Source: an optimization exercise on an open RTL-to-GDS flow (aim: small area, a short achievable clock period and few clock cycles per item). Production flows keep margins and buffers that such runs may drop.
Function was not checked in any run shown here: the RTL went through the layout flow alone.
Power is estimated from default activity; no workload was simulated.

==> flow/design.v <==
module mac_cell #(
    parameter int CW = 4,                
    localparam int NC = 16 / CW          
) (
    input  logic              clk_i,
    input  logic              v_i,       
    input  logic              clr_i,     
    input  logic [3:0]        x_i,
    input  logic [7:0]        w_i,
    output logic [15:0]       acc_o,     
    output logic [NC-1:0]     cy_o       
);
  wire one0 = v_i & x_i[0];
  wire two0 = v_i & x_i[1] & ~x_i[0];
  wire neg0 = v_i & x_i[1];
  wire one1 = v_i & (x_i[2] ^ x_i[1]);
  wire two1 = v_i & ((x_i[3] & ~x_i[2] & ~x_i[1]) | (~x_i[3] & x_i[2] & x_i[1]));
  wire neg1 = v_i & x_i[3];
  wire [8:0] ws = {w_i[7], w_i};
  wire [8:0] m0 = ({9{one0}} & ws) | ({9{two0}} & {w_i, 1'b0});
  wire [8:0] m1 = ({9{one1}} & ws) | ({9{two1}} & {w_i, 1'b0});
  wire [9:0] p0 = {m0[8], m0} ^ {10{neg0}};   
  wire [9:0] p1 = {m1[8], m1} ^ {10{neg1}};   
  wire [15:0] xa = {{6{p0[9]}}, p0};
  wire [15:0] ya = {{4{p1[9]}}, p1, 2'b00};
  logic [15:0]   acc_q;
  logic [NC-1:0] cy_q;
  wire  [15:0]   a  = clr_i ? 16'd0 : acc_q;
  wire  [NC-1:0] ci = clr_i ? '0 : cy_q;
  logic [15:0] s, c;
  always_comb begin
    s = '0;
    c = '0;
    s[0] = a[0]; c[0] = xa[0];
    s[1] = a[1]; c[1] = xa[1];
    c[2] = neg1;
    for (int i = 2; i < 16; i++) begin
      s[i] = a[i] ^ xa[i] ^ ya[i];
      if (i < 15) c[i+1] = (a[i] & xa[i]) | (a[i] & ya[i]) | (xa[i] & ya[i]);
    end
  end
  logic [15:0]   sum;
  logic [NC-1:0] co;
  always_comb begin
    for (int k = 0; k < NC; k++) begin
      logic cc;
      cc = (k == 0) ? neg0 : ci[k];
      for (int i = k * CW; i < (k + 1) * CW; i++) begin
        sum[i] = s[i] ^ c[i] ^ cc;
        cc     = (s[i] & c[i]) | (s[i] & cc) | (c[i] & cc);
      end
      co[k] = cc;
    end
  end
  always_ff @(posedge clk_i) begin
    acc_q <= sum;
    cy_q  <= {co[NC-2:0], 1'b0};
  end
  assign acc_o = acc_q;
  assign cy_o  = cy_q;
endmodule
module mac_resolve #(
    parameter int CW = 4,
    localparam int NC = 16 / CW
) (
    input  logic [15:0]   acc_i,
    input  logic [NC-1:0] cy_i,
    output logic [15:0]   y_o
);
  logic [15:0] cv;
  always_comb begin
    cv = '0;
    for (int k = 1; k < NC; k++) cv[k*CW] = cy_i[k];
  end
  assign y_o = acc_i + cv;
endmodule
module sa_top (
    input  logic          clk_i,
    input  logic          rst_ni,
    input  logic          s_valid_i,
    input  logic          s_last_i,
    input  logic          m_ready_i,
    output logic          s_ready_o,
    output logic          m_valid_o,
    output logic          m_last_o,
    input  logic [ 15:0]  sx_data_i,
    input  logic [ 63:0]  sk_data_i,
    output logic [ 63:0]  m_data_o
);
  localparam int R  = 4;
  localparam int C  = 8;
  localparam int CW = 2;   
  localparam int NC = 16 / CW;
  logic adv_q;   
  wire  adv_n;
  logic [15:0] x0;
  logic [63:0] w0;
  logic        v0, l0;
  logic [2:0]  cnt;   
  wire hold = l0 && (cnt != 3'd7);
  wire go0  = v0 && !hold;   
  assign s_ready_o = adv_q && !(v0 && hold);
  always_ff @(posedge clk_i)
    if (s_ready_o) begin
      x0 <= sx_data_i;
      w0 <= sk_data_i;
      l0 <= s_last_i;
    end
  always_ff @(posedge clk_i)
    if (!rst_ni) v0 <= 1'b0;
    else if (s_ready_o) v0 <= s_valid_i;
  always_ff @(posedge clk_i)
    if (!rst_ni) cnt <= 3'd7;
    else if (adv_q) begin
      if (go0 && l0) cnt <= 3'd0;
      else if (cnt != 3'd7) cnt <= cnt + 3'd1;
    end
  logic [C:1]  vs, ls;
  logic [15:0] xs [1:C-1];
  logic [7:0]  ws [1:C-1][1:C-1];   
  always_ff @(posedge clk_i)
    if (!rst_ni) vs <= '0;
    else if (adv_q) vs <= {vs[C-1:1], go0};
  always_ff @(posedge clk_i)
    if (adv_q) ls <= {ls[C-1:1], l0};
  for (genvar j = 1; j < C; j++) begin : g_stage
    always_ff @(posedge clk_i)
      if (adv_q) xs[j] <= (j == 1) ? x0 : xs[j-1];
    for (genvar c = j; c < C; c++) begin : g_w
      always_ff @(posedge clk_i)
        if (adv_q) ws[j][c] <= (j == 1) ? w0[8*c +: 8] : ws[j-1][c];
    end
  end
  logic [15:0]   acc [C][R];
  logic [NC-1:0] cy  [C][R];
  logic [C-1:0]  fc;   
  logic [C-1:0] act_q;
  wire       v0_n   = s_ready_o ? s_valid_i : v0;
  wire       l0_n   = s_ready_o ? s_last_i : l0;
  wire [2:0] cnt_n  = !adv_q ? cnt : (go0 && l0) ? 3'd0 : (cnt != 3'd7) ? cnt + 3'd1 : cnt;
  wire       go0_n  = v0_n && !(l0_n && (cnt_n != 3'd7));
  wire [C-1:1] vs_n = adv_q ? {vs[C-2:1], go0} : vs[C-1:1];
  always_ff @(posedge clk_i)
    if (!rst_ni) act_q <= '0;
    else act_q <= {C{adv_n}} & {vs_n, go0_n};
  for (genvar c = 0; c < C; c++) begin : g_col
    wire        vc = act_q[c];
    wire        lc = (c == 0) ? l0 : ls[c];
    wire [15:0] xc = (c == 0) ? x0 : xs[c];
    wire [7:0]  wc = (c == 0) ? w0[7:0] : ws[c][c];
    always_ff @(posedge clk_i)
      if (!rst_ni) fc[c] <= 1'b1;
      else if (vc) fc[c] <= lc;
    for (genvar r = 0; r < R; r++) begin : g_row
      mac_cell #(.CW(CW)) u_mac (
          .clk_i(clk_i),
          .v_i  (vc),
          .clr_i(vc && fc[c]),
          .x_i  (xc[4*r +: 4]),
          .w_i  (wc),
          .acc_o(acc[c][r]),
          .cy_o (cy[c][r])
      );
    end
  end
  wire [C-1:0] sel = vs[C:1] & ls[C:1];
  logic [15:0]   macc [R];
  logic [NC-1:0] mcy  [R];
  logic [63:0]   pd;
  always_comb begin
    for (int r = 0; r < R; r++) begin
      macc[r] = '0;
      mcy[r]  = '0;
      for (int c = 0; c < C; c++) begin
        macc[r] = macc[r] | ({16{sel[c]}} & acc[c][r]);
        mcy[r]  = mcy[r]  | ({NC{sel[c]}} & cy[c][r]);
      end
    end
  end
  for (genvar r = 0; r < R; r++) begin : g_res
    mac_resolve #(.CW(CW)) u_res (.acc_i(macc[r]), .cy_i(mcy[r]), .y_o(pd[16*r +: 16]));
  end
  wire push = adv_q && |sel;
  wire pl   = sel[C-1];
  wire pop  = m_valid_o && m_ready_i;
  logic        hv, sv, hl, sl;
  logic [63:0] hd, sd;
  wire take = !hv || pop;   
  always_ff @(posedge clk_i)
    if (!rst_ni) begin
      hv <= 1'b0;
      sv <= 1'b0;
    end else if (take) begin
      hv <= sv || push;
      sv <= sv && push;
    end else begin
      sv <= sv || push;
    end
  always_ff @(posedge clk_i)
    if (take) begin
      hd <= sv ? sd : pd;
      hl <= sv ? sl : pl;
    end
  always_ff @(posedge clk_i)
    if (push && !(take && !sv)) begin
      sd <= pd;
      sl <= pl;
    end
  wire hv_n = take ? (sv || push) : hv;
  wire sv_n = take ? (sv && push) : (sv || push);
  assign adv_n = !(hv_n && sv_n);
  always_ff @(posedge clk_i)
    if (!rst_ni) adv_q <= 1'b1;
    else adv_q <= adv_n;
  assign m_valid_o = hv;
  assign m_last_o  = hl;
  assign m_data_o  = hd;
endmodule
==> flow/run.sh <==
#!/bin/bash
# synth_recipe.tcl (not shown) runs the flow's synth.tcl, then flattens the netlist and writes it again
# the make line also repeats each setting of config.mk as NAME=value (left out here)
make -C /OpenROAD-flow-scripts/flow DESIGN_CONFIG=/design/flow/config.mk WORK_HOME=/design/flow/orfs CLKGATE_MAP_FILE= SYNTH_SCRIPT=/design/flow/synth_recipe.tcl finish
==> flow/config.mk <==
export PLATFORM = sky130hd
export DESIGN_NAME = sa_top
export DESIGN_NICKNAME = sa_top
export VERILOG_FILES = /design/flow/design.v
export SDC_FILE = /design/flow/constraint.sdc
export NUM_CORES = 4
export LEC_CHECK = 0
export CAP_MARGIN = 20
export CORE_MARGIN = 2
export CORE_UTILIZATION = 40
export PLACE_DENSITY = 0.6
export SLEW_MARGIN = 20
==> flow/constraint.sdc <==
create_clock -name core_clock -period 4.2 [get_ports {clk_i}]
set_input_delay 0.8400 -clock core_clock [delete_from_list [all_inputs] [get_ports {clk_i}]]
set_output_delay 0.8400 -clock core_clock [all_outputs]
set_load 0.01 [all_outputs]
==> results.rst, run 1 <==
.. list-table::
   :header-rows: 1

   * - Metric
     - Value
   * - P_leak
     - 0.0392 uW
   * - Pins over their slew limit
     - 0
   * - HPWL after detailed placement
     - 254000 microns
   * - Type of the tightest min-delay check
     - reg -> reg
   * - Most instantiated library cell after synthesis
     - sky130_fd_sc_hd__fa_1
   * - Final routed wire length divided by cell count
     - 29.2 microns
   * - Avg Inst Size Synth
     - 10.2 sq um
   * - Starting density of the core
     - 0.402
   * - Startpoint-to-endpoint class of the critical path
     - reg -> reg
   * - Fraction of final layout cells with drive strength greater than 1
     - 0.0923
   * - Signal arrival time at the worst endpoint
     - 4.49 ns
   * - Wire length of the first global-routing pass
     - 455000 microns
   * - Number of enable flip-flop cells after synthesis
     - 554
   * - Seq/Total Area, Yosys
     - 0.390
   * - Final period util
     - 0.938
   * - CTS tree
     - done
   * - Area share of the largest cell type after synthesis
     - 0.211
   * - Fraction of power consumed by combinational cells
     - 0.254
   * - Clock share of power
     - 0.299
   * - Internal power of the cells
     - 30200 uW
   * - Sw power
     - 18100 uW
   * - Power per Cell Area
     - 518 nW/um^2
   * - Number of warnings reported in the yosys synthesis log
     - 13
   * - Row Count
     - 166
   * - Pin slew with the least headroom to its limit
     - 1.20 ns
   * - Ordered cell list for the critical path
     - and2_4 > a22oi_1 > nand4_1 > ha_1 > a21o_1 > nand2_1 > o31ai_1 > nand2_1 > nor3b_1 > o41ai_1
   * - Cell type contributing the most total cell area after synthesis
     - sky130_fd_sc_hd__fa_1
   * - Number of hold-repair buffers added at the cts stage
     - 0
   * - Clock sink total
     - 1322
   * - Total placed instance area
     - 87800 sq um
   * - Final hold viol count
     - 0
   * - Post-synthesis cell type count
     - 76
   * - Number of nets in the layout
     - 9135
   * - Worst-path clk slew
     - 0.06 ns
   * - Overall Power
     - 48300 uW
   * - Remaining number of nets flagged by the antenna check after routing
     - 0
   * - Worst slew slack as a fraction of its limit
     - 0.201
   * - PortBufs
     - 151
   * - Area growth from synthesis to layout
     - 13.7%
   * - # DRC
     - 0
   * - Post-Syn Instances
     - 8060
   * - Cell types with the largest area share after synthesis
     - sky130_fd_sc_hd__fa_1 21%, sky130_fd_sc_hd__edfxtp_1 20%, sky130_fd_sc_hd__dfxtp_1 19%
   * - Required time of the critical path
     - 4.75 ns
   * - Worst path max stage delay
     - 0.70 ns
   * - Number of buffers added for setup after CTS
     - 0
   * - CP dominant cell by count
     - sky130_fd_sc_hd__nand2_1
   * - Via count of the first global-routing pass
     - 61100
   * - Total vias in the final route
     - 62700
   * - Count of endpoints failing setup in the final report
     - 0
   * - Post-synthesis cell area
     - 82100 sq um
   * - Grt total ovfl
     - 0
   * - Slowest cell on the critical path
     - sky130_fd_sc_hd__o41ai_1
   * - Clk Latency, worst-skew pair
     - 0.87 ns
   * - Final non-filler cell area
     - 93300 sq um
   * - Worst IR Drop VDD
     - 457 uV
   * - Status
     - finished clean
   * - Skew final
     - 0.0635 ns
   * - Antenna violations before repair
     - 37
   * - Clock buffer count from CTS
     - 159
   * - Net count after synthesis
     - 9042
   * - Overall global routing resource usage
     - 0.305
   * - Post-route worst hold slack
     - 0.378 ns
   * - Sequential power share
     - 0.447
   * - Resize count post-CTS
     - 0
   * - Total detailed-routing wirelength
     - 321000 microns
   * - Bufs on Longest Clock Path
     - 3
   * - Flip-flop and latch count after synthesis
     - 1322
   * - Launching element type of the critical path
     - flop
   * - Die outline area
     - 209000 sq um
   * - Drt first pass iters
     - 10
   * - Overall die height
     - 457 microns
   * - Setup slack after layout
     - 0.261 ns
   * - Routability cong.
     - 1.04
   * - Number of primary I/O pins
     - 152
   * - Minimum clock period after layout
     - 3.94 ns
   * - H-tree levels
     - 4
   * - Maximum fanout encountered on the critical timing path
     - 30
   * - Worst setup timing slack at the placement stage
     - 0.417 ns
   * - First-iteration detailed-routing DRC count
     - 8344
   * - Ys async rst share
     - 0
   * - Final core utilization
     - 0.457
   * - Most instantiated flip-flop cell in the synthesis netlist
     - sky130_fd_sc_hd__dfxtp_1
   * - Via density per instance
     - 5.70
   * - Max-Cap Viols
     - 0
   * - Switching power share of the total
     - 0.374
   * - Crit. End Element
     - flop
   * - Area of the core region
     - 204000 sq um
   * - Max Freq
     - 0.254 GHz
   * - Maximum number of pins on one net before global-route repair
     - 152
   * - Unrepaired setup endpoints after global routing
     - false
   * - Most instantiated cells after synthesis
     - 864 x sky130_fd_sc_hd__fa_1, 837 x sky130_fd_sc_hd__nand2_1, 768 x sky130_fd_sc_hd__dfxtp_1
   * - Clock Tree Root
     - sky130_fd_sc_hd__clkbuf_16
   * - X dimension of the die
     - 457 microns
-- cell type report --
| class | instances | area (sq um) |
|---|---|---|
| clock inverter | 80 | 946 |
| antenna | 19 | 47.5 |
| timing repair buffer | 533 | 4640 |
| multi-input combinational | 5484 | 45300 |
| clock buffer | 218 | 4480 |
| fill | 19000 | 111000 |
| sequential | 1322 | 32000 |
| tap | 2688 | 3360 |
| inverter | 653 | 2450 |
-- power groups by stage --
stage | Clock [uW] | Sequential (uW) | Combinational [uW]
after floorplan | 0 | 18000 | 9130
after global placement | 0 | 21600 | 11700
after detailed placement | 0 | 21600 | 12200
after CTS | 14700 | 21400 | 12300
after global routing | 15100 | 21600 | 14000
final | 14400 | 21600 | 12300
-- per-stage QoR --
step | TNS [ns] | cells
finish | 0 | 11000
global route | 0 | 11000
CTS | 0 | 11000
detailed placement | 0 | 10700
global placement | 0 | 10700
floorplan | -74.25 | 8060
-- state kept, by name, summed over array words and instances (netlist names), 3 cells and up --
name                     flops
g_col.g_row.u_mac.acc_q    512
x0                          16
hd                          64
act_q                        8
fc                           8
w0                          64
cnt                          3
sd                          64
vs                           8
g_col.g_row.u_mac.cy_q     224
ws                         224
ls                           8
xs                         112
-- layout by cell type (no fill, tap or decap), drive strengths merged, types with 303 or more instances in the layout --
cell,count
fa,864
nand2,837
dfxtp,768
inv,657
o21ai,610
edfxtp,554
a22oi,518
and2,502
buf,383
xnor2,364
nor2,303
-- metal layers --
layer / vias to the layer above / share of wire / track usage
met5: - / 0.00022 / 0
met4: 12 / 0.063 / 0.164
met3: 625 / 0.099 / 0.0763
met2: 3152 / 0.42 / 0.446
met1: 31700 / 0.41 / 0.415
li1: 27200 / - / -
-- worst max-delay path: cells and delay by family, from the launching register on --
kind,cells,cell delay (ns)
compound gates,4,1.79
flops,1,0.38
fa+ha+maj,1,0.41
simple gates,5,1.05
-- worst paths after layout --
| path | cells past startpoint | end | start | slack (ns) |
|---|---|---|---|---|
| max reg2reg | 10 | hd[63] | ls[5] | 0.26 |
| min | 0 | ws[48][6] | ws[41][6] | 0.38 |
| min reg2reg | 0 | ws[48][6] | ws[41][6] | 0.38 |
| max | 10 | hd[63] | ls[5] | 0.26 |
-- cell families after synthesis --
family                     count (synthesis)  share of synthesized area
AOI/OAI and AO/OA                       1786                      0.138
xor gates and xnor gates                 408                     0.0435
and+or+nand+nor                         2271                      0.138
muxes                                    120                     0.0156
adders and majority gates                899                      0.216
DFF                                     1322                      0.390
buffers and inverters                   1254                     0.0583
==> run 2: changes to the inputs <==
--- a/flow/design.v
+++ b/flow/design.v
@@ -91,3 +91,3 @@
   localparam int C  = 8;
-  localparam int CW = 2;   
+  localparam int CW = 1;   
   localparam int NC = 16 / CW;
==> results.rst, run 2 <==
.. list-table::
   :header-rows: 1

   * - Metric
     - Value
   * - Final core utilization
     - 0.453 (-0.00377)
   * - Bufs on Longest Clock Path
     - 3 (unchanged)
   * - Skew final
     - 0.0545 ns (-0.00898 ns)
   * - Worst IR Drop VDD
     - 341 uV (-25%)
   * - Pin slew with the least headroom to its limit
     - 1.20 ns (+0.00741 ns)
   * - Final routed wire length divided by cell count
     - 28.3 microns (-3.1%)
   * - Pins over their slew limit
     - 0 (unchanged)
   * - Clock buffer count from CTS
     - 180 (+13%)
   * - Startpoint-to-endpoint class of the critical path
     - reg -> reg
   * - Required time of the critical path
     - 4.82 ns (+0.07 ns)
   * - Total placed instance area
     - 97900 sq um (+12%)
   * - Seq/Total Area, Yosys
     - 0.401 (+0.0107)
   * - Worst-path clk slew
     - 0.06 ns (about the same)
   * - Largest registers
     - g_col.g_row.u_mac.acc_q: 512 flops, g_col.g_row.u_mac.cy_q: 480 flops, ws: 224 flops
   * - Final hold viol count
     - 0 (unchanged)
   * - Drt first pass iters
     - 9 (-1)
   * - Number of buffers added for setup after CTS
     - 0 (unchanged)
   * - Count of buffer and inverter cells on the critical path
     - 2 (+2)
   * - Worst path max stage delay
     - 0.40 ns (-0.30 ns)
   * - Post-Syn Instances
     - 9254 (+15%)
   * - Die outline area
     - 235000 sq um (+13%)
   * - Setup slack after layout
     - 0.201 ns (-0.0601 ns)
   * - Most instantiated flip-flop cell in the synthesis netlist
     - sky130_fd_sc_hd__dfxtp_1
   * - Non-filler cells, final
     - 12400 (+13%)
   * - Most common library cell in the layout ignoring fill and taps
     - sky130_fd_sc_hd__nand2_1
   * - Fraction of final layout cells with drive strength greater than 1
     - 0.0786 (-0.0136)
   * - Number of warnings reported in the yosys synthesis log
     - 13 (unchanged)
   * - Cell Count Post-Placement
     - 12000 (+13%)
   * - Sum of negative setup slack
     - 0 ns (unchanged)
   * - Antenna violations before repair
     - 34 (-8.1%)
   * - Avg Inst Size Synth
     - 10.0 sq um (-1.7%)
   * - Slowest cell on the critical path
     - sky130_fd_sc_hd__buf_4
   * - Number of fill cells
     - 21500 (+13%)
   * - Starting density of the core
     - 0.403 (+0.000685)
   * - Category of cells accounting for the largest share of critical-path delay
     - compound AO/OA/AOI/OAI gates
   * - Cell types with the largest area share after synthesis
     - sky130_fd_sc_hd__dfxtp_1 22%, sky130_fd_sc_hd__fa_1 19%, sky130_fd_sc_hd__edfxtp_1 18%
   * - Net count after synthesis
     - 10300 (+14%)
   * - X dimension of the die
     - 485 microns (+6.2%)
   * - First-iteration detailed-routing DRC count
     - 8704 (+4.3%)
   * - Type of the tightest min-delay check
     - reg -> reg
   * - Cell type contributing the most total cell area after synthesis
     - sky130_fd_sc_hd__dfxtp_1
   * - Grt total ovfl
     - 0 (unchanged)
   * - Final period util
     - 0.952 (+0.0143)
   * - Number of primary I/O pins
     - 152 (unchanged)
   * - Overall global routing resource usage
     - 0.294 (-0.0114)
   * - CTS tree
     - done
   * - Post-synthesis cell area
     - 92600 sq um (+13%)
   * - Maximum fanout encountered on the critical timing path
     - 30 (unchanged)
   * - Launching element type of the critical path
     - flop
   * - Crit. End Element
     - flop
   * - Total vias in the final route
     - 70700 (+13%)
   * - Post-synthesis cell type count
     - 68 (-11%)
   * - Number of enable flip-flop cells after synthesis
     - 554 (unchanged)
   * - Area of the core region
     - 230000 sq um (+13%)
   * - H-tree levels
     - 4 (unchanged)
   * - P_leak
     - 0.0445 uW (+13%)
   * - Final non-filler cell area
     - 104000 sq um (+12%)
   * - Area share of the largest cell type after synthesis
     - 0.221 (+0.0105)
   * - Via count of the first global-routing pass
     - 67200 (+10%)
   * - Status
     - finished clean
   * - Signal arrival time at the worst endpoint
     - 4.62 ns (+0.13 ns)
   * - Remaining number of nets flagged by the antenna check after routing
     - 0 (unchanged)
   * - Clk Latency, worst-skew pair
     - 0.89 ns (+0.02 ns)
   * - Worst slew slack as a fraction of its limit
     - 0.189 (-0.0117)
   * - Power per Cell Area
     - 496 nW/um^2 (-4.3%)
   * - Maximum number of pins on one net before global-route repair
     - 144 (-5.3%)
   * - Overall die height
     - 485 microns (+6.2%)
   * - Most instantiated cells after synthesis
     - 1096 x sky130_fd_sc_hd__nand2_1, 1024 x sky130_fd_sc_hd__dfxtp_1, 868 x sky130_fd_sc_hd__fa_1
   * - Flip-flop and latch count after synthesis
     - 1578 (+19%)
   * - Number of hold-repair buffers added at the cts stage
     - 0 (unchanged)
   * - Row Count
     - 176 (+6.0%)
   * - Max FFs per register
     - 512 (unchanged)
   * - Unrepaired setup endpoints after global routing
     - false
   * - Wire length of the first global-routing pass
     - 496000 microns (+9.1%)
   * - Max-Cap Viols
     - 0 (unchanged)
   * - Most instantiated library cell after synthesis
     - sky130_fd_sc_hd__nand2_1
   * - Worst setup timing slack at the placement stage
     - 0.190 ns (-0.227 ns)
   * - Total detailed-routing wirelength
     - 350000 microns (+9.1%)
   * - Number of nets in the layout
     - 10200 (+12%)
   * - Resize count post-CTS
     - 0 (unchanged)
   * - Count of endpoints failing setup in the final report
     - 0 (unchanged)
   * - Area growth from synthesis to layout
     - 12.5%
   * - Minimum clock period after layout
     - 4.00 ns (+0.0601 ns)
   * - PortBufs
     - 151 (unchanged)
   * - HPWL after detailed placement
     - 276000 microns (+8.6%)
   * - Routability cong.
     - 0.999 (-3.6%)
   * - Max Freq
     - 0.250 GHz (-1.5%)
   * - Ordered cell list for the critical path
     - and2_4 > buf_6 > buf_4 > a22oi_1 > nand4_1 > ha_1 > o21a_1 > o31a_1 > o31ai_2 > nand3b_1 > a221oi_2 > xnor2_1 > mux2_2
   * - # DRC
     - 0 (unchanged)
   * - Most frequent cells in the layout
     - 1088 x sky130_fd_sc_hd__nand2_1, 1014 x sky130_fd_sc_hd__dfxtp_1, 868 x sky130_fd_sc_hd__fa_1
   * - Clock Tree Root
     - sky130_fd_sc_hd__clkbuf_16
   * - Largest register by flop count
     - g_col.g_row.u_mac.acc_q
   * - Clock sink total
     - 1578 (+19%)
   * - Ys async rst share
     - 0 (unchanged)
   * - Via density per instance
     - 5.71 (+0.11%)
run 2: final cells by class:
class	instances	area, sq um	area share
inverter	823	3090	0.0297
clock buffer	240	4960	0.0476
tap	3026	3790	0.0363
antenna	14	35.0	0.000336
sequential	1578	37200	0.356
clock inverter	102	1300	0.0125
multi-input combinational	6132	49800	0.478
timing repair buffer	471	4120	0.0395
run 2: final timing paths:
check | cells after the start | slack (ns) | end | from
worst min register to register | 0 | 0.37 | ws[34][1] | ws[27][1]
worst max register to register | 13 | 0.20 | hd[31] | vs[5]
worst max-delay path | 13 | 0.20 | hd[31] | vs[5]
worst min-delay path | 0 | 0.37 | ws[34][1] | ws[27][1]
run 2: kinds of logic after synthesis:
logic type	share of synthesized area
AO/OA/AOI/OAI	0.151
flip-flops	0.401
AND/OR/NAND/NOR	0.134
adder cells (fa/ha/maj)	0.213
multiplexers	0.0104
XOR/XNOR	0.0283
buffers and inverters	0.0630
run 2: stage by stage:
stage | total power [uW] | hold slack [ns]
detailed placement | 35000 | 0.405
floorplan | 29200 | 0.400
finish | 51700 | 0.370
CTS | 51600 | 0.367
global route | 54300 | 0.379
global placement | 34500 | 0.401
run 2: report_power, final:
| part | switching (uW) | total (uW) | leakage (uW) | internal (uW) |
|---|---|---|---|---|
| Combinational | 7420 | 12300 | 0.0272 | 4840 |
| Sequential | 3970 | 22800 | 0.0142 | 18900 |
| Clock | 7080 | 16600 | 0.00303 | 9490 |
| Total | 18500 | 51700 | 0.0445 | 33200 |
run 2: metal layers:
metal | global-route usage | part of all wire | routed length, microns | vias to the layer above
li1 | - | - | - | 31100
met1 | 0.426 | 0.44 | 154000 | 35700
met4 | 0.110 | 0.042 | 14800 | 18
met2 | 0.407 | 0.40 | 142000 | 3384
met3 | 0.0911 | 0.11 | 40000 | 532
met5 | 0 | 0.00035 | 121 | -
==> run 3: changes to the inputs <==
--- a/flow/config.mk
+++ b/flow/config.mk
@@ -7,2 +7,3 @@
 export LEC_CHECK = 0
+export ABC_CLOCK_PERIOD_IN_PS = 2200
 export CAP_MARGIN = 20
@@ -11,2 +12,3 @@
 export PLACE_DENSITY = 0.6
+export SETUP_SLACK_MARGIN = 1.9
 export SLEW_MARGIN = 20
==> results.rst, run 3 <==
.. list-table::
   :header-rows: 1

   * - Metric
     - Value
   * - Number of nets in the layout
     - 11500 (+13%)
   * - Slowest cell on the critical path
     - sky130_fd_sc_hd__edfxtp_1
   * - P_leak
     - 0.0539 uW (+21%)
   * - Area of the core region
     - 230000 sq um (unchanged)
   * - Largest registers
     - g_col.g_row.u_mac.acc_q: 512 flops, g_col.g_row.u_mac.cy_q: 480 flops, ws: 224 flops
   * - Type of the tightest min-delay check
     - reg -> reg
   * - Signal arrival time at the worst endpoint
     - 4.32 ns (-0.30 ns)
   * - Count of buffer and inverter cells on the critical path
     - 5 (+3)
   * - Fraction of final layout cells with drive strength greater than 1
     - 0.392 (+0.313)
   * - Area share of the largest cell type after synthesis
     - 0.221 (unchanged)
   * - Hold Startpoint
     - w0[63]
   * - Final core utilization
     - 0.558 (+0.105)
   * - Antenna violations before repair
     - 46 (+35%)
   * - Critical R2R Launch
     - ls[4]
   * - Number of fill cells
     - 19000 (-11%)
   * - Clock sink total
     - 1578 (unchanged)
   * - Maximum fanout encountered on the critical timing path
     - 6 (-80%)
   * - Most instantiated cells after synthesis
     - 1096 x sky130_fd_sc_hd__nand2_1, 1024 x sky130_fd_sc_hd__dfxtp_1, 868 x sky130_fd_sc_hd__fa_1
   * - Category of cells accounting for the largest share of critical-path delay
     - compound AO/OA/AOI/OAI gates
   * - Most frequent cells in the layout
     - 1002 x sky130_fd_sc_hd__dfxtp_1, 933 x sky130_fd_sc_hd__nand2_1, 755 x sky130_fd_sc_hd__buf_4
   * - Pin slew with the least headroom to its limit
     - 1.07 ns (-0.137 ns)
   * - Number of stages on the worst hold path
     - 0 (unchanged)
   * - Post-synthesis cell type count
     - 68 (unchanged)
   * - Post-synthesis cell area
     - 92600 sq um (unchanged)
   * - Remaining number of nets flagged by the antenna check after routing
     - 0 (unchanged)
   * - Avg Inst Size Synth
     - 10.0 sq um (unchanged)
   * - Worst reg2reg path depth
     - 16 (+3)
   * - Row Count
     - 176 (unchanged)
   * - Count of endpoints failing setup in the final report
     - 0 (unchanged)
   * - Flip-flop and latch count after synthesis
     - 1578 (unchanged)
   * - Wire length of the first global-routing pass
     - 569000 microns (+15%)
   * - Number of primary I/O pins
     - 152 (unchanged)
   * - Via density per instance
     - 5.89 (+3.1%)
   * - Via count of the first global-routing pass
     - 76400 (+14%)
   * - Crit. End Element
     - flop
   * - Max-Cap Viols
     - 0 (unchanged)
   * - H-tree levels
     - 4 (unchanged)
   * - Worst path max stage delay
     - 0.45 ns (+0.05 ns)
   * - Max FFs per register
     - 512 (unchanged)
   * - Final period util
     - 0.872 (-0.0807)
   * - Most instantiated flip-flop cell in the synthesis netlist
     - sky130_fd_sc_hd__dfxtp_1
   * - X dimension of the die
     - 485 microns (unchanged)
   * - Final hold viol count
     - 0 (unchanged)
   * - Most instantiated library cell after synthesis
     - sky130_fd_sc_hd__nand2_1
   * - Total vias in the final route
     - 80700 (+14%)
   * - Seq/Total Area, Yosys
     - 0.401 (unchanged)
   * - CTS tree
     - done
   * - # DRC
     - 0 (unchanged)
   * - Slack of the worst reg-to-reg path
     - 0.54 ns (+0.34 ns)
   * - Ordered cell list for the critical path
     - buf_6 > and2_4 > buf_12 > buf_12 > buf_12 > a22oi_2 > nand4_1 > ha_4 > buf_6 > o211a_1 > o31ai_4 > a311oi_2 > o31ai_2 > a31oi_1 > xnor2_1 > mux2_4
   * - Drt first pass iters
     - 7 (-2)
   * - Startpoint-to-endpoint class of the critical path
     - reg -> reg
   * - Max Freq
     - 0.273 GHz (+9.3%)
   * - Maximum number of pins on one net before global-route repair
     - 132 (-8.3%)
   * - Number of enable flip-flop cells after synthesis
     - 554 (unchanged)
   * - Status
     - finished clean
   * - Final routed wire length divided by cell count
     - 30.4 microns (+7.6%)
   * - Routability cong.
     - 1.03 (+2.7%)
   * - First-iteration detailed-routing DRC count
     - 10600 (+21%)
   * - Largest register by flop count
     - g_col.g_row.u_mac.acc_q
   * - Number of warnings reported in the yosys synthesis log
     - 13 (unchanged)
   * - Bufs on Longest Clock Path
     - 3 (unchanged)
   * - CP dominant cell by count
     - sky130_fd_sc_hd__buf_12
   * - Post-Syn Instances
     - 9254 (unchanged)
   * - Post-route worst hold slack
     - 0.397 ns (+0.0274 ns)
   * - Sum of negative setup slack
     - 0 ns (unchanged)
   * - Required time of the critical path
     - 4.86 ns (+0.04 ns)
   * - Grt total ovfl
     - 0 (unchanged)
   * - Starting density of the core
     - 0.403 (unchanged)
   * - Number of hold-repair buffers added at the cts stage
     - 0 (unchanged)
   * - Unrepaired setup endpoints after global routing
     - true
   * - Area growth from synthesis to layout
     - 38.6%
   * - Worst r2r dst
     - hd[47]
   * - Net count after synthesis
     - 10300 (unchanged)
   * - Cell types with the largest area share after synthesis
     - sky130_fd_sc_hd__dfxtp_1 22%, sky130_fd_sc_hd__fa_1 19%, sky130_fd_sc_hd__edfxtp_1 18%
   * - Minimum clock period after layout
     - 3.66 ns (-0.339 ns)
   * - Skew final
     - 0.0634 ns (+0.00891 ns)
   * - Worst slew slack as a fraction of its limit
     - 0.289 (+0.0998)
   * - Final non-filler cell area
     - 128000 sq um (+23%)
   * - Worst-path clk slew
     - 0.06 ns (about the same)
   * - Total detailed-routing wirelength
     - 417000 microns (+19%)
   * - Most common library cell in the layout ignoring fill and taps
     - sky130_fd_sc_hd__dfxtp_1
   * - Overall global routing resource usage
     - 0.339 (+0.0450)
   * - Ys async rst share
     - 0 (unchanged)
   * - Power per Cell Area
     - 458 nW/um^2 (-7.7%)
   * - Clk Latency, worst-skew pair
     - 0.91 ns (+0.02 ns)
   * - Pins over their slew limit
     - 0 (unchanged)
   * - Clock Tree Root
     - sky130_fd_sc_hd__clkbuf_16
   * - Overall die height
     - 485 microns (unchanged)
   * - Die outline area
     - 235000 sq um (unchanged)
   * - Cell type contributing the most total cell area after synthesis
     - sky130_fd_sc_hd__dfxtp_1
   * - Worst IR Drop VDD
     - 372 uV (+9.1%)
   * - HPWL after detailed placement
     - 284000 microns (+2.9%)
   * - Clock buffer count from CTS
     - 183 (+1.7%)
   * - Hold worst-path end
     - ws[6][7]
   * - Launching element type of the critical path
     - flop
   * - Total placed instance area
     - 98100 sq um (+0.22%)
   * - PortBufs
     - 151 (unchanged)
-- run 3: cell count changes in the layout (fill, tap and decap cells not counted), moves of 305 or more --
cell,previous run,this run
sky130_fd_sc_hd__buf_4,301,755
sky130_fd_sc_hd__buf_6,1,565
sky130_fd_sc_hd__fa_1,868,367
sky130_fd_sc_hd__fa_2,0,501
sky130_fd_sc_hd__inv_1,803,498
sky130_fd_sc_hd__o21ai_0,482,145
-- run 3: worst max-delay path by stage --
stage	depth (start not counted)	slack, ns	end	start
floorplan	3	-0.89	s_ready_o	adv_q
global placement	14	0.40	hd[59]	ls[4]
detailed placement	14	0.35	hd[59]	ls[4]
CTS	12	0.63	hd[59]	ls[2]
global route	12	0.48	hd[31]	ls[2]
finish	16	0.54	hd[47]	ls[4]
-- run 3: report_power, final --
group	leakage [uW]	internal [uW]	switching, uW
logic	0.0366	8730	10700
registers	0.0142	18800	3740
clock network	0.00304	9560	7160
-- run 3: final cells by class --
| cell class | count | area [sq um] | share of cell area |
|---|---|---|---|
| Antenna cell | 11 | 27.5 | 0.000214 |
| Sequential cell | 1578 | 37200 | 0.290 |
| Clock buffer | 241 | 5060 | 0.0394 |
| Multi-Input combinational cell | 6149 | 58100 | 0.452 |
| Timing Repair Buffer | 1769 | 19800 | 0.155 |
| Inverter | 823 | 3280 | 0.0255 |
| Clock inverter | 106 | 1160 | 0.00906 |
| Tap cell | 3026 | 3790 | 0.0295 |
-- run 3: logic make-up after synthesis --
| group | Yosys count | share of synthesized area |
|---|---|---|
| adders and majority gates | 1087 | 0.213 |
| and+or+nand+nor | 2547 | 0.134 |
| muxes | 88 | 0.0104 |
| DFF | 1578 | 0.401 |
| buffers and inverters | 1544 | 0.0630 |
| xor gates and xnor gates | 299 | 0.0283 |
| AOI/OAI and AO/OA | 2111 | 0.151 |
-- run 3: repair_timing --
item	in CTS	in global routing
buffers inserted	919	309
cloned	83	17
resized for setup	2764	1234
endpoints found under the hold margin	0	0
pin swaps	1116	873
endpoints found under the setup margin	1261	1191
-- run 3: per-layer routing --
metal / global-route usage / routed length (microns) / vias to the layer above
li1: - / - / 33800
met1: 0.473 / 169000 / 40700
met2: 0.479 / 170000 / 4998
met3: 0.108 / 52300 / 1128
met4: 0.148 / 25000 / 26
met5: 0 / 179 / -
-- run 3: metrics by stage --
stage	power [uW]	std cells	setup slack, ns
floorplan	29200	9254	-0.891
global placement	34700	12000	0.405
detailed placement	35200	12000	0.349
CTS	56100	13400	0.631
global route	61200	13700	0.485
finish	58800	13700	0.539
==> run 4: changes to the inputs <==
--- a/flow/design.v
+++ b/flow/design.v
@@ -91,3 +91,3 @@
   localparam int C  = 8;
-  localparam int CW = 1;   
+  localparam int CW = 2;   
   localparam int NC = 16 / CW;
==> results.rst, run 4 <==
.. list-table::
   :header-rows: 1

   * - Metric
     - Value
   * - Number of primary I/O pins
     - 152 (unchanged)
   * - Final non-filler cell area
     - 116000 sq um (-9.8%)
   * - Worst IR Drop VDD
     - 430 uV (+16%)
   * - Met3 Use GR
     - 0.0969 (-0.0109)
   * - Most instantiated cells after synthesis
     - 864 x sky130_fd_sc_hd__fa_1, 837 x sky130_fd_sc_hd__nand2_1, 768 x sky130_fd_sc_hd__dfxtp_1
   * - Most instantiated flip-flop cell in the synthesis netlist
     - sky130_fd_sc_hd__dfxtp_1
   * - Global-route track usage on met2
     - 0.483 (+0.00439)
   * - Worst r2r dst
     - hd[62]
   * - Post-synthesis cell type count
     - 76 (+12%)
   * - Switching power share of the total
     - 0.378 (+0.0102)
   * - Skew final
     - 0.0451 ns (-0.0183 ns)
   * - Via count of the first global-routing pass
     - 68900 (-9.8%)
   * - Setup slack after layout
     - 0.704 ns (+0.165 ns)
   * - Hold worst-path end
     - vs[1]
   * - Post-Syn Instances
     - 8060 (-13%)
   * - Post-route worst hold slack
     - 0.344 ns (-0.0534 ns)
   * - Unrepaired setup endpoints after global routing
     - true
   * - Grt met1 use
     - 0.428 (-0.0454)
   * - Status
     - finished clean
   * - Largest register by flop count
     - g_col.g_row.u_mac.acc_q
   * - Max Freq
     - 0.286 GHz (+4.7%)
   * - Max-Cap Viols
     - 0 (unchanged)
   * - Clock Tree Root
     - sky130_fd_sc_hd__clkbuf_16
   * - Via density per instance
     - 5.83 (-0.97%)
   * - Number of enable flip-flop cells after synthesis
     - 554 (unchanged)
   * - Ys async rst share
     - 0 (unchanged)
   * - Critical R2R Launch
     - ls[4]
   * - Type of the tightest min-delay check
     - in -> reg
   * - Signal arrival time at the worst endpoint
     - 4.07 ns (-0.25 ns)
   * - Required time of the critical path
     - 4.78 ns (-0.08 ns)
   * - Crit. End Element
     - flop
   * - Pins over their slew limit
     - 0 (unchanged)
   * - Clock share of power
     - 0.263 (-0.021)
   * - H-tree levels
     - 4 (unchanged)
   * - Avg Inst Size Synth
     - 10.2 sq um (+1.7%)
   * - Flip-flop and latch count after synthesis
     - 1322 (-16%)
   * - Final hold viol count
     - 0 (unchanged)
   * - First-iteration detailed-routing DRC count
     - 8900 (-16%)
   * - Routability cong.
     - 1.02 (about the same)
   * - Grt total ovfl
     - 0 (unchanged)
   * - Max FFs per register
     - 512 (unchanged)
   * - Antenna violations before repair
     - 30 (-35%)
   * - Sequential power share
     - 0.390 (+0.006)
   * - Cell type contributing the most total cell area after synthesis
     - sky130_fd_sc_hd__fa_1
   * - Maximum number of pins on one net before global-route repair
     - 130 (-1.5%)
   * - Launching element type of the critical path
     - flop
   * - # DRC
     - 0 (unchanged)
   * - Most instantiated library cell after synthesis
     - sky130_fd_sc_hd__fa_1
   * - Startpoint-to-endpoint class of the critical path
     - reg -> reg
   * - Highest-utilization routing layer at the global route stage
     - met2
   * - Cell types with the largest area share after synthesis
     - sky130_fd_sc_hd__fa_1 21%, sky130_fd_sc_hd__edfxtp_1 20%, sky130_fd_sc_hd__dfxtp_1 19%
   * - Power per Cell Area
     - 464 nW/um^2 (+1.4%)
   * - Most frequent cells in the layout
     - 881 x sky130_fd_sc_hd__buf_4, 743 x sky130_fd_sc_hd__dfxtp_1, 719 x sky130_fd_sc_hd__nand2_1
   * - Clock buffer count from CTS
     - 157 (-14%)
   * - PortBufs
     - 151 (unchanged)
   * - Total detailed-routing wirelength
     - 359000 microns (-14%)
   * - Maximum fanout encountered on the critical timing path
     - 4 (-2)
   * - Worst path max stage delay
     - 0.43 ns (-0.02 ns)
   * - Pin slew with the least headroom to its limit
     - 1.14 ns (+0.0690 ns)
   * - Final period util
     - 0.832 (-0.0393)
   * - Sw power
     - 20300 uW (-6.0%)
   * - Remaining number of nets flagged by the antenna check after routing
     - 0 (unchanged)
   * - Fraction of power consumed by combinational cells
     - 0.346 (+0.015)
   * - Final routed wire length divided by cell count
     - 29.3 microns (-3.8%)
   * - Hold Startpoint
     - rst_ni
   * - Count of endpoints failing setup in the final report
     - 0 (unchanged)
   * - Fraction of final layout cells with drive strength greater than 1
     - 0.422 (+0.0305)
   * - Worst setup timing slack at the placement stage
     - 0.325 ns (-0.0244 ns)
   * - Area growth from synthesis to layout
     - 41.2%
   * - HPWL after detailed placement
     - 241000 microns (-15%)
   * - Most common library cell in the layout ignoring fill and taps
     - sky130_fd_sc_hd__buf_4
   * - Total vias in the final route
     - 71500 (-11%)
   * - Ordered cell list for the critical path
     - buf_6 > and2_4 > buf_4 > a22oi_2 > nand4_1 > ha_4 > ha_4 > a21oi_4 > o311ai_4 > buf_6 > a22oi_2 > xnor2_2 > mux2_2
   * - Overall die height
     - 457 microns (-5.8%)
   * - Minimum clock period after layout
     - 3.50 ns (-0.165 ns)
   * - X dimension of the die
     - 457 microns (-5.8%)
   * - Largest registers
     - g_col.g_row.u_mac.acc_q: 512 flops, g_col.g_row.u_mac.cy_q: 224 flops, ws: 224 flops
   * - Number of stages on the worst hold path
     - 2 (+2)
   * - Slack of the worst reg-to-reg path
     - 0.70 ns (+0.16 ns)
   * - Worst-path clk slew
     - 0.06 ns (about the same)
   * - Area share of the largest cell type after synthesis
     - 0.211 (-0.0105)
   * - P_leak
     - 0.0484 uW (-10%)
   * - Die outline area
     - 209000 sq um (-11%)
   * - Row Count
     - 166 (-5.7%)
   * - Number of nets in the layout
     - 10400 (-9.5%)
   * - Internal power of the cells
     - 33400 uW (-10%)
   * - Total placed instance area
     - 88200 sq um (-10%)
   * - Clk Latency, worst-skew pair
     - 0.86 ns (-0.05 ns)
   * - Starting density of the core
     - 0.402 (-0.000685)
   * - Seq/Total Area, Yosys
     - 0.390 (-0.0107)
   * - Number of warnings reported in the yosys synthesis log
     - 13 (unchanged)
   * - Slowest cell on the critical path
     - sky130_fd_sc_hd__a22oi_2
   * - CTS tree
     - done
   * - Area of the core region
     - 204000 sq um (-11%)
   * - Number of hold-repair buffers added at the cts stage
     - 0 (unchanged)
   * - Number of fill cells
     - 16600 (-13%)
   * - Post-synthesis cell area
     - 82100 sq um (-11%)
   * - Bufs on Longest Clock Path
     - 3 (unchanged)
   * - Overall Power
     - 53700 uW (-8.5%)
   * - Wire length of the first global-routing pass
     - 497000 microns (-13%)
   * - Drt first pass iters
     - 9 (+2)
   * - Sum of negative setup slack
     - 0 ns (unchanged)
   * - Worst reg2reg path depth
     - 13 (-3)
   * - Worst slew slack as a fraction of its limit
     - 0.243 (-0.0460)
   * - Overall global routing resource usage
     - 0.330 (-0.00861)
   * - Clock sink total
     - 1322 (-16%)
   * - Net count after synthesis
     - 9042 (-12%)
run 4: layout make-up:
class / count / area (sq um) / share of cell area
multi-input cells: 5500 / 53800 / 0.465
flip-flops and latches: 1322 / 32100 / 0.277
repair buffers: 1805 / 18700 / 0.161
clock buffers: 230 / 4490 / 0.0388
well taps: 2688 / 3360 / 0.0290
inverters: 653 / 2670 / 0.0231
clock inverters: 62 / 717 / 0.00619
diodes: 14 / 35.0 / 0.000302
run 4: stage by stage:
stage / std cells / util
3_5_place_dp: 10600 / 0.432
2_1_floorplan: 8060 / -
4_1_cts: 12000 / 0.539
3_3_place_gp: 10600 / 0.432
6_report: 12300 / 0.567
5_1_grt: 12300 / 0.567
run 4: worst max-delay path: cells and delay by family (launching register included):
kind	cells	cell delay, ns
muxes	1	0.30
and+or+nand+nor	2	0.50
DFF	1	0.42
AOI/OAI and AO/OA	4	0.94
buffers and inverters	3	0.50
xor gates and xnor gates	1	0.12
adders and majority gates	2	0.43
run 4: repair_timing:
action | 4_1_cts | 5_1_grt
setup buffers | 977 | 281
setup endpoints to repair | 1112 | 920
gates resized for setup | 2737 | 967
cloned | 56 | 7
pin swaps | 1036 | 918
run 4: power groups by stage:
| stage | combinational (uW) | sequential, uW | clock, uW |
|---|---|---|---|
| after floorplan | 9240 | 18000 | 0 |
| after global placement | 11600 | 21300 | 0 |
| after detailed placement | 12100 | 21300 | 0 |
| after CTS | 16800 | 20600 | 14300 |
| after global routing | 20400 | 20900 | 14800 |
| final | 18600 | 21000 | 14200 |
run 4: routing by layer:
metal	vias up	wire [microns]
met5	-	138
met4	14	30900
met3	1210	43100
met2	4544	151000
met1	35800	134000
li1	29900	-
run 4: worst max-delay path by stage:
| stage | from | end | cells past startpoint |
|---|---|---|---|
| after floorplan | adv_q | s_ready_o | 3 |
| after global placement | ls[8] | hd[26] | 10 |
| after detailed placement | ls[8] | hd[26] | 10 |
| after CTS | ls[8] | hd[13] | 10 |
| after global routing | ls[4] | hd[45] | 11 |
| final | ls[4] | hd[62] | 13 |
run 4: logic make-up (layout without fill, tap and decap cells):
kind of cell | count (synthesis) | after routing | synth area share
other | 0 | 14 | 0
adder cells (fa/ha/maj) | 899 | 899 | 0.216
buffers and inverters | 1254 | 2750 | 0.0583
XOR/XNOR | 408 | 408 | 0.0435
flip-flops | 1322 | 1322 | 0.390
AND/OR/NAND/NOR | 2271 | 2287 | 0.138
AO/OA/AOI/OAI | 1786 | 1786 | 0.138
multiplexers | 120 | 120 | 0.0156
==> run 5: changes to the inputs <==
--- a/flow/design.v
+++ b/flow/design.v
@@ -1 +1,12 @@
+module booth_enc (
+    input  logic [3:0] x_i,
+    output logic [5:0] xe_o
+);
+  assign xe_o[0] = x_i[1];
+  assign xe_o[1] = x_i[0];
+  assign xe_o[2] = x_i[1] & ~x_i[0];
+  assign xe_o[3] = x_i[3];
+  assign xe_o[4] = x_i[2] ^ x_i[1];
+  assign xe_o[5] = (x_i[3] & ~x_i[2] & ~x_i[1]) | (~x_i[3] & x_i[2] & x_i[1]);
+endmodule
 module mac_cell #(
@@ -7,3 +18,3 @@
     input  logic              clr_i,     
-    input  logic [3:0]        x_i,
+    input  logic [5:0]        xe_i,      
     input  logic [7:0]        w_i,
@@ -12,8 +23,8 @@
 );
-  wire one0 = v_i & x_i[0];
-  wire two0 = v_i & x_i[1] & ~x_i[0];
-  wire neg0 = v_i & x_i[1];
-  wire one1 = v_i & (x_i[2] ^ x_i[1]);
-  wire two1 = v_i & ((x_i[3] & ~x_i[2] & ~x_i[1]) | (~x_i[3] & x_i[2] & x_i[1]));
-  wire neg1 = v_i & x_i[3];
+  wire neg0 = xe_i[0];
+  wire one0 = v_i & xe_i[1];
+  wire two0 = v_i & xe_i[2];
+  wire neg1 = xe_i[3];
+  wire one1 = v_i & xe_i[4];
+  wire two1 = v_i & xe_i[5];
   wire [8:0] ws = {w_i[7], w_i};
@@ -95,3 +106,3 @@
   wire  adv_n;
-  logic [15:0] x0;
+  logic [23:0] x0;   
   logic [63:0] w0;
@@ -101,6 +112,11 @@
   wire go0  = v0 && !hold;   
-  assign s_ready_o = adv_q && !(v0 && hold);
+  logic rdy_q;   
+  assign s_ready_o = rdy_q;
+  logic [23:0] xenc;
+  for (genvar r = 0; r < R; r++) begin : g_enc
+    booth_enc u_enc (.x_i(sx_data_i[4*r +: 4]), .xe_o(xenc[6*r +: 6]));
+  end
   always_ff @(posedge clk_i)
     if (s_ready_o) begin
-      x0 <= sx_data_i;
+      x0 <= xenc;
       w0 <= sk_data_i;
@@ -118,3 +134,3 @@
   logic [C:1]  vs, ls;
-  logic [15:0] xs [1:C-1];
+  logic [23:0] xs [1:C-1];
   logic [7:0]  ws [1:C-1][1:C-1];   
@@ -140,7 +156,10 @@
   wire [2:0] cnt_n  = !adv_q ? cnt : (go0 && l0) ? 3'd0 : (cnt != 3'd7) ? cnt + 3'd1 : cnt;
-  wire       go0_n  = v0_n && !(l0_n && (cnt_n != 3'd7));
+  wire       hold_n = l0_n && (cnt_n != 3'd7);
+  wire       go0_n  = v0_n && !hold_n;
   wire [C-1:1] vs_n = adv_q ? {vs[C-2:1], go0} : vs[C-1:1];
+  wire [C-1:0] act_n = {C{adv_n}} & {vs_n, go0_n};
+  logic [C-1:0] clr_q;
   always_ff @(posedge clk_i)
     if (!rst_ni) act_q <= '0;
-    else act_q <= {C{adv_n}} & {vs_n, go0_n};
+    else act_q <= act_n;
   for (genvar c = 0; c < C; c++) begin : g_col
@@ -148,3 +167,3 @@
     wire        lc = (c == 0) ? l0 : ls[c];
-    wire [15:0] xc = (c == 0) ? x0 : xs[c];
+    wire [23:0] xc = (c == 0) ? x0 : xs[c];
     wire [7:0]  wc = (c == 0) ? w0[7:0] : ws[c][c];
@@ -153,2 +172,6 @@
       else if (vc) fc[c] <= lc;
+    wire fc_n = vc ? lc : fc[c];
+    always_ff @(posedge clk_i)
+      if (!rst_ni) clr_q[c] <= 1'b0;
+      else clr_q[c] <= act_n[c] && fc_n;
     for (genvar r = 0; r < R; r++) begin : g_row
@@ -157,4 +180,4 @@
           .v_i  (vc),
-          .clr_i(vc && fc[c]),
-          .x_i  (xc[4*r +: 4]),
+          .clr_i(clr_q[c]),
+          .xe_i (xc[6*r +: 6]),
           .w_i  (wc),
@@ -168,3 +191,2 @@
   logic [NC-1:0] mcy  [R];
-  logic [63:0]   pd;
   always_comb begin
@@ -179,34 +201,46 @@
   end
+  wire push = adv_q && |sel;
+  logic          pv, pl;
+  logic [15:0]   pacc [R];
+  logic [NC-1:0] pcy  [R];
+  logic [63:0]   pres;
   for (genvar r = 0; r < R; r++) begin : g_res
-    mac_resolve #(.CW(CW)) u_res (.acc_i(macc[r]), .cy_i(mcy[r]), .y_o(pd[16*r +: 16]));
-  end
-  wire push = adv_q && |sel;
-  wire pl   = sel[C-1];
-  wire pop  = m_valid_o && m_ready_i;
+    mac_resolve #(.CW(CW)) u_res (.acc_i(pacc[r]), .cy_i(pcy[r]), .y_o(pres[16*r +: 16]));
+  end
+  always_ff @(posedge clk_i)
+    if (push)
+      for (int r = 0; r < R; r++) begin
+        pacc[r] <= macc[r];
+        pcy[r]  <= mcy[r];
+      end
+  always_ff @(posedge clk_i)
+    if (push) pl <= sel[C-1];
   logic        hv, sv, hl, sl;
   logic [63:0] hd, sd;
-  wire take = !hv || pop;   
+  wire take  = !hv || m_ready_i;     
+  wire pmove = pv && (take || !sv);  
+  always_ff @(posedge clk_i)
+    if (take) begin
+      hd <= sv ? sd : pres;
+      hl <= sv ? sl : pl;
+    end
+  always_ff @(posedge clk_i)
+    if (pmove && !(take && !sv)) begin
+      sd <= pres;
+      sl <= pl;
+    end
+  wire pv_n = push || (pv && !pmove);
+  wire hv_n = take ? (sv || pv) : hv;
+  wire sv_n = take ? (sv && pv) : (sv || pv);
   always_ff @(posedge clk_i)
     if (!rst_ni) begin
+      pv <= 1'b0;
       hv <= 1'b0;
       sv <= 1'b0;
-    end else if (take) begin
-      hv <= sv || push;
-      sv <= sv && push;
     end else begin
-      sv <= sv || push;
-    end
-  always_ff @(posedge clk_i)
-    if (take) begin
-      hd <= sv ? sd : pd;
-      hl <= sv ? sl : pl;
-    end
-  always_ff @(posedge clk_i)
-    if (push && !(take && !sv)) begin
-      sd <= pd;
-      sl <= pl;
-    end
-  wire hv_n = take ? (sv || push) : hv;
-  wire sv_n = take ? (sv && push) : (sv || push);
-  assign adv_n = !(hv_n && sv_n);
+      pv <= pv_n;
+      hv <= hv_n;
+      sv <= sv_n;
+    end
+  assign adv_n = !(pv_n && sv_n);
   always_ff @(posedge clk_i)
@@ -217,2 +251,5 @@
   assign m_data_o  = hd;
-endmodule
+  always_ff @(posedge clk_i)
+    if (!rst_ni) rdy_q <= 1'b1;
+    else rdy_q <= adv_n && !(v0_n && hold_n);
+endmodule
--- a/flow/config.mk
+++ b/flow/config.mk
@@ -7,3 +7,2 @@
 export LEC_CHECK = 0
-export ABC_CLOCK_PERIOD_IN_PS = 2200
 export CAP_MARGIN = 20
@@ -12,3 +11,3 @@
 export PLACE_DENSITY = 0.6
-export SETUP_SLACK_MARGIN = 1.9
+export SETUP_SLACK_MARGIN = 1.4
 export SLEW_MARGIN = 20
==> results.rst, run 5 <==
.. list-table::
   :header-rows: 1

   * - Metric
     - Value
   * - Status
     - finished clean
   * - Max FFs per register
     - 512 (unchanged)
   * - Total vias in the final route
     - 56600 (-21%)
   * - Net count after synthesis
     - 8102 (-10%)
   * - Remaining number of nets flagged by the antenna check after routing
     - 0 (unchanged)
   * - Clock share of power
     - 0.235 (-0.028)
   * - Most frequent cells in the layout
     - 953 x sky130_fd_sc_hd__nand2_1, 759 x sky130_fd_sc_hd__dfxtp_1, 718 x sky130_fd_sc_hd__xnor2_1
   * - Overall global routing resource usage
     - 0.250 (-0.0798)
   * - Fraction of final layout cells with drive strength greater than 1
     - 0.139 (-0.283)
   * - Die outline area
     - 213000 sq um (+2.0%)
   * - Clk Latency, worst-skew pair
     - 0.86 ns (about the same)
   * - Area used by multi-input combinational logic
     - 43400 sq um (-19%)
   * - Required time of the critical path
     - 4.64 ns (-0.14 ns)
   * - HPWL after detailed placement
     - 194000 microns (-20%)
   * - Type of the tightest min-delay check
     - reg -> reg
   * - Most common library cell in the layout ignoring fill and taps
     - sky130_fd_sc_hd__nand2_1
   * - Sequential power share
     - 0.385 (-0.005)
   * - Number of primary I/O pins
     - 152 (unchanged)
   * - Wire length of the first global-routing pass
     - 386000 microns (-22%)
   * - Largest register by flop count
     - g_col.g_row.u_mac.acc_q
   * - Post-route worst hold slack
     - 0.414 ns (+0.0696 ns)
   * - Final hold viol count
     - 0 (unchanged)
   * - PortBufs
     - 151 (unchanged)
   * - Pin slew with the least headroom to its limit
     - 1.03 ns (-0.107 ns)
   * - Startpoint-to-endpoint class of the critical path
     - reg -> reg
   * - Count of endpoints failing setup in the final report
     - 0 (unchanged)
   * - Number of nets in the layout
     - 8303 (-20%)
   * - First-iteration detailed-routing DRC count
     - 5479 (-38%)
   * - Minimum clock period after layout
     - 2.82 ns (-0.678 ns)
   * - Most instantiated cells after synthesis
     - 953 x sky130_fd_sc_hd__nand2_1, 778 x sky130_fd_sc_hd__dfxtp_1, 756 x sky130_fd_sc_hd__xnor2_1
   * - Clock Tree Root
     - sky130_fd_sc_hd__clkbuf_16
   * - CTS tree
     - done
   * - Launching element type of the critical path
     - flop
   * - Avg Inst Size Synth
     - 11.5 sq um (+13%)
   * - Switching power share of the total
     - 0.371 (-0.00688)
   * - Post-synthesis cell type count
     - 67 (-12%)
   * - Fraction of power consumed by combinational cells
     - 0.380 (+0.034)
   * - Bufs on Longest Clock Path
     - 3 (unchanged)
   * - Row Count
     - 167 (+0.60%)
   * - Routability cong.
     - 0.933 (-9.0%)
   * - Pins over their slew limit
     - 0 (unchanged)
   * - Crit. End Element
     - flop
   * - Cell type contributing the most total cell area after synthesis
     - sky130_fd_sc_hd__edfxtp_1
   * - Area growth from synthesis to layout
     - 15.8%
   * - Number of enable flip-flop cells after synthesis
     - 711 (+28%)
   * - Grt total ovfl
     - 0 (unchanged)
   * - Number of warnings reported in the yosys synthesis log
     - 17 (+4)
   * - Worst-path clk slew
     - 0.06 ns (about the same)
   * - Worst IR Drop VDD
     - 514 uV (+20%)
   * - Number of fill cells
     - 18600 (+12%)
   * - Max Freq
     - 0.355 GHz (+24%)
   * - Signal arrival time at the worst endpoint
     - 3.26 ns (-0.81 ns)
   * - Antenna violations before repair
     - 29 (-3.3%)
   * - Post-Syn Instances
     - 7280 (-9.7%)
   * - Unrepaired setup endpoints after global routing
     - true
   * - Area of the core region
     - 207000 sq um (+1.6%)
   * - X dimension of the die
     - 461 microns (+0.99%)
   * - Final routed wire length divided by cell count
     - 25.8 microns (-12%)
   * - Overall die height
     - 461 microns (+0.99%)
   * - Area share of the largest cell type after synthesis
     - 0.255 (+0.0443)
   * - Internal power of the cells
     - 41800 uW (+25%)
   * - Most instantiated library cell after synthesis
     - sky130_fd_sc_hd__nand2_1
   * - Cell types with the largest area share after synthesis
     - sky130_fd_sc_hd__edfxtp_1 26%, sky130_fd_sc_hd__dfxtp_1 19%, sky130_fd_sc_hd__fa_1 15%
   * - Final core utilization
     - 0.467 (-0.101)
   * - P_leak
     - 0.0380 uW (-21%)
   * - Maximum number of pins on one net before global-route repair
     - 112 (-14%)
   * - Post-synthesis cell area
     - 83700 sq um (+2.0%)
   * - Maximum fanout encountered on the critical timing path
     - 93 (+89)
   * - Area taken by flip-flops and latches
     - 37000 sq um (+15%)
   * - Sw power
     - 24700 uW (+21%)
   * - Skew final
     - 0.0434 ns (-0.00165 ns)
   * - Most instantiated flip-flop cell in the synthesis netlist
     - sky130_fd_sc_hd__dfxtp_1
   * - Total detailed-routing wirelength
     - 269000 microns (-25%)
   * - Seq/Total Area, Yosys
     - 0.441 (+0.0511)
   * - Clock sink total
     - 1489 (+13%)
   * - Flip-flop and latch count after synthesis
     - 1489 (+13%)
   * - Cell Count Post-Placement
     - 9890 (-7.1%)
   * - Via count of the first global-routing pass
     - 56600 (-18%)
   * - H-tree levels
     - 4 (unchanged)
   * - Non-filler cells, final
     - 10400 (-15%)
   * - # DRC
     - 0 (unchanged)
   * - Largest registers
     - g_col.g_row.u_mac.acc_q: 512 flops, g_col.g_row.u_mac.cy_q: 224 flops, ws: 224 flops
   * - Power per Cell Area
     - 686 nW/um^2 (+48%)
   * - Ys async rst share
     - 0 (unchanged)
   * - Clock buffer count from CTS
     - 171 (+8.9%)
   * - Via density per instance
     - 5.43 (-6.8%)
   * - Worst slew slack as a fraction of its limit
     - 0.314 (+0.0711)
   * - Starting density of the core
     - 0.403 (+0.00148)
   * - Max-Cap Viols
     - 0 (unchanged)
   * - Final period util
     - 0.671 (-0.162)
   * - Drt first pass iters
     - 6 (-3)
==> run 5: worst max-delay path, cell delays in order (launching register included) <==
cell	delay, ns
sky130_fd_sc_hd__edfxtp_1	0.46
sky130_fd_sc_hd__and2_4	0.37
sky130_fd_sc_hd__or4_1	0.59
sky130_fd_sc_hd__o21ai_2	0.40
sky130_fd_sc_hd__clkinvlp_4	0.19
sky130_fd_sc_hd__buf_12	0.21
==> run 5: power groups by stage <==
stage / Combinational, uW / Sequential [uW] / Clock [uW]
after floorplan: 18900 / 22800 / 0
after global placement: 22900 / 25900 / 0
after detailed placement: 24300 / 25900 / 0
after CTS: 24900 / 25500 / 15900
after global routing: 29000 / 25900 / 16500
final: 25300 / 25600 / 15600
==> run 5: routing by layer <==
layer	share of wire	track usage	vias up
met5	0.00012	0	-
met4	0.064	0.138	6
met3	0.093	0.0560	617
met2	0.45	0.387	2603
met1	0.40	0.325	28400
li1	-	-	25100
==> run 5: area by class of cell <==
cell class	count	share of cell area
Timing Repair Buffer	556	0.0552
Multi-Input combinational cell	4798	0.448
Inverter	465	0.0181
Tap cell	2788	0.0360
Sequential cell	1489	0.382
Clock inverter	81	0.0103
Clock buffer	240	0.0502
Antenna cell	8	0.000207
==> run 5: final timing paths <==
kind	from	end	slack [ns]	cells past startpoint
setup reg to reg	ls[2]	pacc[3][14]	1.38	5
hold reg to reg	w0[46]	ws[4][6]	0.41	0
hold / removal	w0[46]	ws[4][6]	0.41	0
setup / recovery	ls[2]	pacc[3][14]	1.38	5
==> run 5: cell families after synthesis <==
| logic type | count (synthesis) | synth area share |
|---|---|---|
| AOI/OAI and AO/OA | 1235 | 0.122 |
| xor gates and xnor gates | 983 | 0.108 |
| adders and majority gates | 751 | 0.169 |
| buffers and inverters | 993 | 0.0493 |
| DFF | 1489 | 0.441 |
| muxes | 104 | 0.0139 |
| and+or+nand+nor | 1725 | 0.0966 |
==> run 5: stage by stage <==
step           TNS [ns]  area, sq um  setup slack, ns  power, uW
2_1_floorplan    -63.87        83800           -0.684      41600
3_3_place_gp          0        88100             1.02      48800
3_5_place_dp          0        88100            0.952      50100
4_1_cts               0        95300             1.40      66300
5_1_grt               0        96900             1.35      71300
6_report              0        96900             1.38      66500
==> run 5: repair_timing <==
| item | in CTS | in global routing |
|---|---|---|
| buffers inserted | 83 | 118 |
| pin swaps | 4 | 9 |
| resized for setup | 70 | 96 |
| cloned | 3 | 2 |
| hold buffers | 0 | 0 |
| endpoints found under the setup margin | 281 | 141 |
==> run 6: changes to the inputs <==
--- a/flow/config.mk
+++ b/flow/config.mk
@@ -11,3 +11,3 @@
 export PLACE_DENSITY = 0.6
-export SETUP_SLACK_MARGIN = 1.4
+export SETUP_SLACK_MARGIN = 1.7
 export SLEW_MARGIN = 20
==> results.rst, run 6 <==
.. list-table::
   :header-rows: 1

   * - Metric
     - Value
   * - Status
     - finished clean
   * - Via density per instance
     - 5.53 (+1.8%)
   * - Wire length of the first global-routing pass
     - 406000 microns (+5.2%)
   * - Number of hold-repair buffers added at the cts stage
     - 0 (unchanged)
   * - Seq/Total Area, Yosys
     - 0.441 (unchanged)
   * - Routability cong.
     - 0.955 (+2.4%)
   * - Area growth from synthesis to layout
     - 31.4%
   * - Post-Syn Instances
     - 7280 (unchanged)
   * - Clock buffer count from CTS
     - 166 (-2.9%)
   * - Overall Power
     - 72400 uW (+8.9%)
   * - Ys async rst share
     - 0 (unchanged)
   * - Total detailed-routing wirelength
     - 293000 microns (+8.8%)
   * - Required time of the critical path
     - 4.92 ns (+0.28 ns)
   * - Worst slew slack as a fraction of its limit
     - 0.362 (+0.0476)
   * - Number of warnings reported in the yosys synthesis log
     - 17 (unchanged)
   * - X dimension of the die
     - 461 microns (unchanged)
   * - Overall global routing resource usage
     - 0.263 (+0.0129)
   * - Length of routed wiring on met1
     - 117000 microns (+10%)
   * - Sw power
     - 27500 uW (+12%)
   * - Startpoint-to-endpoint class of the critical path
     - reg -> reg
   * - Clock Tree Root
     - sky130_fd_sc_hd__clkbuf_16
   * - Flip-flop and latch count after synthesis
     - 1489 (unchanged)
   * - Total length of routed met3 wires
     - 31800 microns (+27%)
   * - Clock sink total
     - 1489 (unchanged)
   * - Worst IR Drop VDD
     - 555 uV (+8.0%)
   * - Launching element type of the critical path
     - flop
   * - Post-synthesis cell area
     - 83700 sq um (unchanged)
   * - Pin slew with the least headroom to its limit
     - 0.957 ns (-0.0714 ns)
   * - Max FFs per register
     - 512 (unchanged)
   * - Row Count
     - 167 (unchanged)
   * - First-iteration detailed-routing DRC count
     - 6806 (+24%)
   * - Largest register by flop count
     - g_col.g_row.u_mac.acc_q
   * - P_leak
     - 0.0440 uW (+16%)
   * - Sum of negative setup slack
     - 0 ns (unchanged)
   * - Max Freq
     - 0.354 GHz (-0.27%)
   * - Clk Latency, worst-skew pair
     - 0.88 ns (+0.02 ns)
   * - Area share of the largest cell type after synthesis
     - 0.255 (unchanged)
   * - Antenna violations before repair
     - 30 (+3.4%)
   * - Area of the core region
     - 207000 sq um (unchanged)
   * - Bufs on Longest Clock Path
     - 3 (unchanged)
   * - Final core utilization
     - 0.530 (+0.0631)
   * - Post-synthesis cell type count
     - 67 (unchanged)
   * - Worst-path clk slew
     - 0.06 ns (about the same)
   * - Overall die height
     - 461 microns (unchanged)
   * - Pins over their slew limit
     - 0 (unchanged)
   * - Internal power of the cells
     - 44800 uW (+7.3%)
   * - PortBufs
     - 151 (unchanged)
   * - Die outline area
     - 213000 sq um (unchanged)
   * - Starting density of the core
     - 0.403 (unchanged)
-- run 6: what timing repair did --
action / CTS / global route
pin swaps: 490 / 583
cloned: 11 / 16
resized for setup: 986 / 792
buffers inserted: 599 / 235
setup endpoints to repair: 834 / 460
-- run 6: final timing paths --
| kind | slack [ns] | endpoint | cells after the start | from |
|---|---|---|---|---|
| setup / recovery | 1.38 | g_col[3].g_row[3].u_mac.acc_q[13] | 13 | ws[16][7] |
| hold / removal | 0.38 | ws[26][1] | 0 | ws[19][1] |
| setup reg to reg | 1.38 | g_col[3].g_row[3].u_mac.acc_q[13] | 13 | ws[16][7] |
| hold reg to reg | 0.38 | ws[26][1] | 0 | ws[19][1] |
-- run 6: stage by stage --
step	hold slack (ns)	area [sq um]	std cells	worst slack, ns
after global placement	0.401	88600	9901	0.749
after CTS	0.389	104000	10800	1.46
final	0.384	110000	11100	1.38
after detailed placement	0.405	88600	9901	0.713
after global routing	0.402	110000	11100	1.29
after floorplan	0.400	84700	7280	-0.684
-- run 6: routing by layer --
| metal | up-vias | track usage |
|---|---|---|
| met4 | 4 | 0.126 |
| met1 | 30900 | 0.359 |
| li1 | 26400 | - |
| met5 | - | 0 |
| met3 | 718 | 0.0735 |
| met2 | 3262 | 0.385 |
-- run 6: cell type report --
cell class	instances	area, sq um
Tap cell	2788	3490
Timing Repair Buffer	1214	12500
Antenna cell	11	27.5
Sequential cell	1489	37000
Inverter	465	1880
Clock inverter	101	1130
Clock buffer	210	4510
Fill cell	17100	97500
Timing Repair inverter	1	7.51
Multi-Input combinational cell	4805	49400
-- run 6: logic make-up (layout without fill, tap and decap cells) --
logic type | Yosys count | count (layout) | synth area share
XOR/XNOR | 983 | 983 | 0.108
flip-flops | 1489 | 1489 | 0.441
adder cells (fa/ha/maj) | 751 | 751 | 0.169
AO/OA/AOI/OAI | 1235 | 1235 | 0.122
other | 0 | 11 | 0
AND/OR/NAND/NOR | 1725 | 1732 | 0.0966
multiplexers | 104 | 104 | 0.0139
buffers and inverters | 993 | 1991 | 0.0493
-- run 6: power groups by stage --
stage | logic (uW) | clock network [uW] | registers (uW)
2_1_floorplan | 19200 | 0 | 22800
3_3_place_gp | 22900 | 0 | 26300
3_5_place_dp | 24300 | 0 | 26300
4_1_cts | 28700 | 15400 | 25300
5_1_grt | 35300 | 16000 | 25800
6_report | 31600 | 15200 | 25600
-- run 6: critical path, stage by stage (launching register included) --
cell	delay (ns)
sky130_fd_sc_hd__edfxtp_1	0.42
sky130_fd_sc_hd__buf_12	0.17
sky130_fd_sc_hd__buf_12	0.12
sky130_fd_sc_hd__buf_4	0.13
sky130_fd_sc_hd__buf_8	0.12
sky130_fd_sc_hd__o211ai_4	0.08
sky130_fd_sc_hd__xor2_4	0.10
sky130_fd_sc_hd__buf_12	0.16
sky130_fd_sc_hd__buf_12	0.13
sky130_fd_sc_hd__buf_12	0.12
sky130_fd_sc_hd__buf_4	0.13
sky130_fd_sc_hd__and2_2	0.23
sky130_fd_sc_hd__o21ai_0	0.30
sky130_fd_sc_hd__fa_2	0.49

Setup slack of run 6, layout unchanged: 1.375 ns with ideal ports, 1.375 ns with driving cells assumed (clock clkbuf_16, inputs buf_2), 1.375 ns with port delays also shifted by the 0.930 ns mid clock arrival.
